This is an optimization exercise on Yosys and OpenROAD, whose aim is small area, not a production implementation.
The RTL was checked by simulation tests, not by an equivalence proof against the original design.
Power is estimated from default activity; no workload was simulated.

## flow/design.v

```verilog
`timescale 1ns / 1ps
module top (
    input  wire clk,
    input  wire reset,
    input  wire rx,
    output wire tx
);
    reg [2:0] ph;      
    reg [4:0] s;       
    reg [4:0] t;       
    wire wend = (ph == 3'd7);
    wire tick = wend & (t == 5'd19);
    always @(posedge clk) begin
        ph <= ph + 3'd1;
        if (wend)
            s <= (s == 5'd31) ? 5'd1 : s + 5'd1;
        if (reset)
            t <= 5'd0;
        else if (wend)
            t <= (t == 5'd19) ? 5'd0 : t + 5'd1;
    end
    reg  [247:0] rf;
    wire tap = rf[247];
    wire lin;
    always @(posedge clk) rf <= {rf[246:0], lin};
    reg       inframe;
    reg [4:0] ib;            
    wire rxd = tick & inframe;
    always @(posedge clk) begin
        if (reset) begin
            inframe <= 1'b0;
            ib      <= 5'd0;
        end else if (tick) begin
            if (!inframe) begin
                if (!rx) inframe <= 1'b1;
            end else begin
                ib <= ib + 5'd1;
                if (ib[2:0] == 3'd7) inframe <= 1'b0;
            end
        end
    end
    reg [20:0] sr;
    wire [4:0] rd  = sr[4:0];
    wire [2:0] f3  = sr[7:5];
    wire [4:0] rs1 = sr[12:8];
    wire [7:0] imm = sr[20:13];
    wire [4:0] rs2 = sr[17:13];
    reg mlo, b5, f7s;
    always @(posedge clk) begin
        if (rxd) begin
            case (ib)
                5'd0: mlo <= rx;
                5'd1, 5'd4: mlo <= mlo & rx;
                5'd2, 5'd3, 5'd6: mlo <= mlo & ~rx;
                5'd5: b5 <= rx;
                5'd25: f7s <= ~rx;
                5'd30: f7s <= f7s & rx;
                5'd26, 5'd27, 5'd28, 5'd29, 5'd31: f7s <= f7s & ~rx;
                default: ;
            endcase
        end
    end
    wire is_r = mlo & b5;
    wire is_i = mlo & ~b5;
    wire ev27 = rxd & (ib == 5'd27);
    wire ev31 = rxd & (ib == 5'd31);
    localparam S_IDLE = 4'd0, S_LAW = 4'd1, S_LAD = 4'd2, S_LBW = 4'd3,
               S_LBD  = 4'd4, S_WT  = 4'd5, S_EX0 = 4'd6, S_EX1 = 4'd7,
               S_EX2  = 4'd8, S_EX3 = 4'd9, S_WRW = 4'd10, S_WRD = 4'd11,
               S_LBZ  = 4'd12;
    reg [3:0] st, st_n;
    wire rs1z = (rs1 == 5'd0);
    wire rs2z = (rs2 == 5'd0);
    wire wen  = (is_r | is_i) & (rd != 5'd0);
    always @* begin
        st_n = st;
        case (st)
            S_IDLE: if (ev27) st_n = S_LAW;
            S_LAW:  if (rs1z || s == rs1) st_n = S_LAD;
            S_LAD:  st_n = S_LBW;
            S_LBW:  if (is_i) st_n = S_WT;
                    else if (rs2z) st_n = S_LBZ;
                    else if (s == rs2) st_n = S_LBD;
            S_LBD, S_LBZ: st_n = S_WT;
            S_WT:   if (ev31) st_n = S_EX0;
            S_EX0:  st_n = S_EX1;
            S_EX1:  st_n = S_EX2;
            S_EX2:  st_n = S_EX3;
            S_EX3:  st_n = S_WRW;
            S_WRW:  if (!wen) st_n = S_IDLE;
                    else if (s == rd) st_n = S_WRD;
            default: st_n = S_IDLE;
        endcase
    end
    always @(posedge clk) begin
        if (reset && st != S_WRD)
            st <= S_IDLE;
        else if (wend)
            st <= st_n;
    end
    reg  [7:0] acc;           
    reg        cy;
    wire a  = acc[7];
    wire b  = sr[13];
    wire shift = is_r & (f3 == 3'b101);
    wire sub   = is_r & (f3 == 3'b000) & f7s;
    wire sra   = shift & f7s;
    wire logic_op = (is_r | is_i) & f3[2] & (f3[1] | ~f3[0]);
    wire bb  = b ^ sub;
    wire cin = (ph == 3'd0) ? sub : cy;
    wire sum = a ^ bb ^ cin;
    wire co  = (a & bb) | (a & cin) | (bb & cin);
    wire lres = f3[1] ? (f3[0] ? (a & b) : (a | b)) : (a ^ b);
    wire res  = logic_op ? lres : sum;
    wire [2:0] shamt = (sra && imm[7:3] != 5'd0) ? 3'b111 : imm[2:0];
    localparam T_IDLE = 4'd0, T_PRE = 4'd1, T_START = 4'd2, T_D0 = 4'd3, T_D7 = 4'd10;
    reg [3:0] ts, ts_n;
    reg       txr;
    always @* begin
        if (ev31) ts_n = T_PRE;
        else if (ts == T_IDLE) ts_n = T_IDLE;
        else if (ts == T_D7 || ts > T_D7) ts_n = T_IDLE;
        else ts_n = ts + 4'd1;
    end
    wire ts_data = (ts >= T_D0) && (ts <= T_D7);
    wire tx_shw  = ts_data && (ts != T_D7) && (t == 5'd0);
    always @(posedge clk) begin
        if (reset) begin
            ts  <= T_IDLE;
            txr <= 1'b1;
        end else if (tick) begin
            ts  <= ts_n;
            txr <= (ts_n == T_START) ? 1'b0 :
                   (ts_n >= T_D0 && ts_n <= T_D7) ? acc[6] : 1'b1;
        end
    end
    assign tx = txr;
    reg ain;
    always @* begin
        ain = a;
        case (st)
            S_LAD: ain = tap & ~rs1z;
            S_EX0: ain = shift ? a : res;
            S_EX1, S_EX2, S_EX3: begin
                if (shift && ((st == S_EX1 && shamt[0]) || (st == S_EX2 && shamt[1]) || (st == S_EX3 && shamt[2]))) begin
                    case (st)
                        S_EX1:   ain = (ph == 3'd7)  ? (sra & cy) : acc[6];
                        S_EX2:   ain = (ph >= 3'd6)  ? (sra & cy) : acc[5];
                        default: ain = (ph >= 3'd4)  ? (sra & cy) : acc[3];
                    endcase
                end
            end
            default: if (tx_shw) ain = acc[6];
        endcase
    end
    always @(posedge clk) begin
        acc <= {acc[6:0], ain};
        if (st == S_EX0) cy <= shift ? a : co;
    end
    wire sr_rx = rxd & (ib < 5'd28);
    always @(posedge clk) begin
        if (sr_rx)
            sr <= {rx, sr[20:1]};
        else if (st == S_LBD || st == S_LBZ)
            sr[20:13] <= {tap & (st == S_LBD), sr[20:14]};
        else if (st == S_EX0)
            sr[20:13] <= {sr[13], sr[20:14]};
    end
    assign lin = (st == S_WRD) ? a : tap;
endmodule
```

## flow/run.sh

```bash
#!/bin/bash
# synth_recipe.tcl (not shown) runs the flow's synth.tcl, then flattens the netlist and writes it again
# the make line also repeats each setting of config.mk as NAME=value (left out here)
make -C /OpenROAD-flow-scripts/flow DESIGN_CONFIG=/design/flow/config.mk WORK_HOME=/design/flow/orfs CLKGATE_MAP_FILE= SYNTH_SCRIPT=/design/flow/synth_recipe.tcl finish
```

## flow/config.mk

```make
export PLATFORM = sky130hd
export DESIGN_NAME = top
export DESIGN_NICKNAME = top
export VERILOG_FILES = /design/flow/design.v
export SDC_FILE = /design/flow/constraint.sdc
export NUM_CORES = 4
export LEC_CHECK = 0
export CAP_MARGIN = 20
export CORE_MARGIN = 2
export CORE_UTILIZATION = 45
export PLACE_DENSITY = 0.6
export SLEW_MARGIN = 20
```

## flow/constraint.sdc

```tcl
create_clock -name core_clock -period 10.0 [get_ports {clk}]
set_input_delay 2.0000 -clock core_clock [delete_from_list [all_inputs] [get_ports {clk}]]
set_output_delay 2.0000 -clock core_clock [all_outputs]
set_load 0.01 [all_outputs]
```

==> run notes <==
==> where the power goes <==
part | internal (uW) | switching [uW]
clock network | 583 | 440
logic | 10.1 | 15.1
registers | 1260 | 7.96
==> per-stage QoR <==
step	hold slack (ps)	setup WS (ps)	std cells	utilization
2_1_floorplan	310	7170	598	-
3_3_place_gp	312	6590	814	0.474
3_5_place_dp	312	6500	814	0.474
4_1_cts	323	6560	866	0.526
5_1_grt	326	6530	866	0.526
6_report	322	6590	866	0.526
==> per-layer routing <==
| metal | track usage | vias to the layer above | share of wire |
|---|---|---|---|
| met5 | 0 | - | 0 |
| met4 | 0.0500 | 0 | 0.034 |
| met3 | 0.0280 | 31 | 0.050 |
| met2 | 0.189 | 107 | 0.42 |
| met1 | 0.188 | 1992 | 0.50 |
| li1 | - | 2050 | - |
==> kinds of logic after synthesis <==
logic type	synth area share
flops	0.779
simple gates	0.0863
compound gates	0.0502
buf+inv	0.0177
xor+xnor	0.0273
fa+ha+maj	0.0322
mux	0.00736
==> worst max-delay path by stage <==
stage                               endpoint  slack [ps]  depth (start not counted)
after floorplan             sr[13]$_DFFE_PP_        7170                          8
after global placement    st[3]$_SDFFE_PP0P_        6590                          4
after detailed placement  st[1]$_SDFFE_PP0P_        6500                          4
after CTS                                 tx        6560                          1
after global routing                      tx        6530                          1
final                                     tx        6590                          1
==> flip-flops by register name, indices dropped and copies added (netlist names) <==
signal and count:
acc 8, b5 1, cy 1, f7s 1
ib 5, inframe 1, mlo 1, ph 3
rf 248, s 5, sr 21, st 4
t 5, ts 4, txr 1
==> area by class of cell <==
class / count / area [um2] / area share
Clock inverter: 10 / 95.1 / 0.0100
Clock buffer: 42 / 833 / 0.0877
Multi-Input combinational cell: 252 / 1690 / 0.178
Inverter: 20 / 75.1 / 0.00790
Timing Repair Buffer: 4 / 37.5 / 0.00395
Sequential cell: 309 / 6490 / 0.682
Tap cell: 229 / 287 / 0.0301
==> cell usage in the layout (no fill, tap or decap), drive strengths merged, types with 4 or more instances in the layout <==
cell type	count
nand2	27
edfxtp	30
or4	5
and3	7
nor3	15
inv	21
clkbuf	42
xor2	16
o21ai	14
nor2b	9
nand2b	6
o22ai	4
ha	19
mux2i	5
nor4	5
a31oi	5
nor2	33
xnor2	10
clkinv	6
a21o	5
nand3	11
a21oi	19
dfxtp	279
==> flow_metrics.env <==
export IMPL_antenna_found_initial=0
export IMPL_htree_levels=1
export IMPL_final_hold_viol_count=0
export IMPL_cts_tree="yes"
export IMPL_numClockSinks=309
export IMPL_placed_cell_area_um2=8580
export IMPL_syn_to_final_growth_pct=14.2
export IMPL_insertion_delay_ps=540
export IMPL_finalNetCount=638
export IMPL_first_pass_iters=7
export IMPL_r2r_cells=8
export IMPL_initial_core_util=0.460
export IMPL_skew_ps=12.3
export IMPL_p_total_uw=2320
export IMPL_synthTopCellsByArea="dfxtp_1, edfxtp_1, ha_1"
export IMPL_ys_warn_count=1
export IMPL_setup_tns_final_ps=0
export IMPL_fin_crit_sh=0.341
export IMPL_yosysMostFrequentCell="dfxtp_1"
export IMPL_rsz0062_at_grt="false"
export IMPL_r2r_start="ph[1]$_DFF_P_"
export IMPL_numCtsBuffers=28
export IMPL_avgRoutedWirePerCell_um=13.9
export IMPL_synth_top_area_share=0.671
export IMPL_finalWirelength_um=12000
export IMPL_post_cts_buffers=0
export IMPL_worstPathArrival_ps=1410
export IMPL_vdd_drop_max_mv=0.153
export IMPL_drc_errors=0
export IMPL_critPathSlowestCell="clkdlybuf4s50_1"
export IMPL_overflow=0
export IMPL_fillerInstances=1541
export IMPL_async_flop_share=0
export IMPL_synth_top_area_cell="dfxtp_1"
export IMPL_synth_area_um2=8330
export IMPL_drt_antenna_violating_nets=0
export IMPL_power_density_nw_per_um2=244
export IMPL_holdPathEnd="rf[120]$_DFF_P_"
export IMPL_track_usage=0.129
export IMPL_placementRows=49
export IMPL_synthesis_nets=621
export IMPL_cts_root_buf="clkbuf_16"
export IMPL_synth_seq_area_share=0.779
export IMPL_crit_family="buffers and inverters"
export IMPL_cp_start_kind="flip-flop"
export IMPL_fin_area_um2=9510
export IMPL_crit_chain="clkdlybuf4s50_1"
export IMPL_die_w_um=140
export IMPL_drive_above_1_share=0.0848
export IMPL_max_slew_margin=0.530
export IMPL_grt_pass1_vias=4128
export IMPL_dr_first_iter_drc_count=301
export IMPL_die_area_um2=19600
export IMPL_whs_path_depth=0
export IMPL_slew_violations=0
export IMPL_postCtsResizedCells=0
export IMPL_synthCells=598
export IMPL_vias_per_cell=4.83
export IMPL_ios=4
export IMPL_clockBufferDepth=3
export IMPL_rrSetupSlack_ps=7030
export IMPL_critical_path_buf_inv_count=1
export IMPL_r2r_end="st[2]$_SDFFE_PP0P_"
export IMPL_tightest_slew_ps=705
export IMPL_fin_crit_ps=3410
export IMPL_synth_flop_cell="dfxtp_1"
export IMPL_status="finished clean"
export IMPL_synth_edf_count=30
export IMPL_antenna_cells=0
export IMPL_grt_max_degree=18
export IMPL_worst_path_largest_cell_delay_ps=540
export IMPL_cp_required_ps=8000
export IMPL_hp_start="rf[119]$_DFF_P_"
export IMPL_min_path_type="flip-flop to flip-flop"
export IMPL_fmax_mhz=293
export IMPL_end_kind="output port"
export IMPL_synth_cell_types=56
export IMPL_gp_congestion=0.814
export IMPL_cts_hold_buf=0
export IMPL_syn_avg_cell_area_um2=13.9
export IMPL_setup_viol=0
export IMPL_leakage_uw=0.00372
export IMPL_chipHeight_um=140
export IMPL_dp_hpwl_um=7030
export IMPL_synth_common_cells="dfxtp_1, nor2_1, edfxtp_1, nand2_1"
export IMPL_cap_violations=0
export IMPL_clk_pin_slew_ps=60
export IMPL_core_area_um2=18100
export IMPL_cp_startpoint="txr$_SDFFE_PP1N_"
export IMPL_num_vias=4180
export IMPL_grt_first_pass_wirelength_um=20900
export IMPL_cp_max_fo=2
export IMPL_io_buffer_count=3
export IMPL_ys_ff_latch=309
export IMPL_critPathKind="flip-flop to output port"

[separate check: timing with driven ports]
No port has a modelled driver above. Below, the same layout with a new extraction and two added sets of constraints.
Step 1 sets driving cells, clkbuf_16 on the clock port and buf_2 on the other inputs (assumed; they add their load-dependent delay and slew).
Step 2 times the ports against the registers' clock, not the clock port: input delays grow and output delays shrink by t, the midpoint of the rising clock arrivals with the driver on.
a / b / c = no drivers / after step 1 / after step 2; a / b = the first two.
shift t [ns]: 0.573
setup WS [ns]: 6.592 / 6.550 / 6.466
worst register clock-pin slew, ns: 0.07 / 0.07
worst slew at a driven data input, ns: 0.03
pins driven straight from the clock port: 1
After both steps this run still meets setup and hold. For this run, drivers alone change the setup slack by -0.042 ns; drivers and shift together by -0.126 ns.
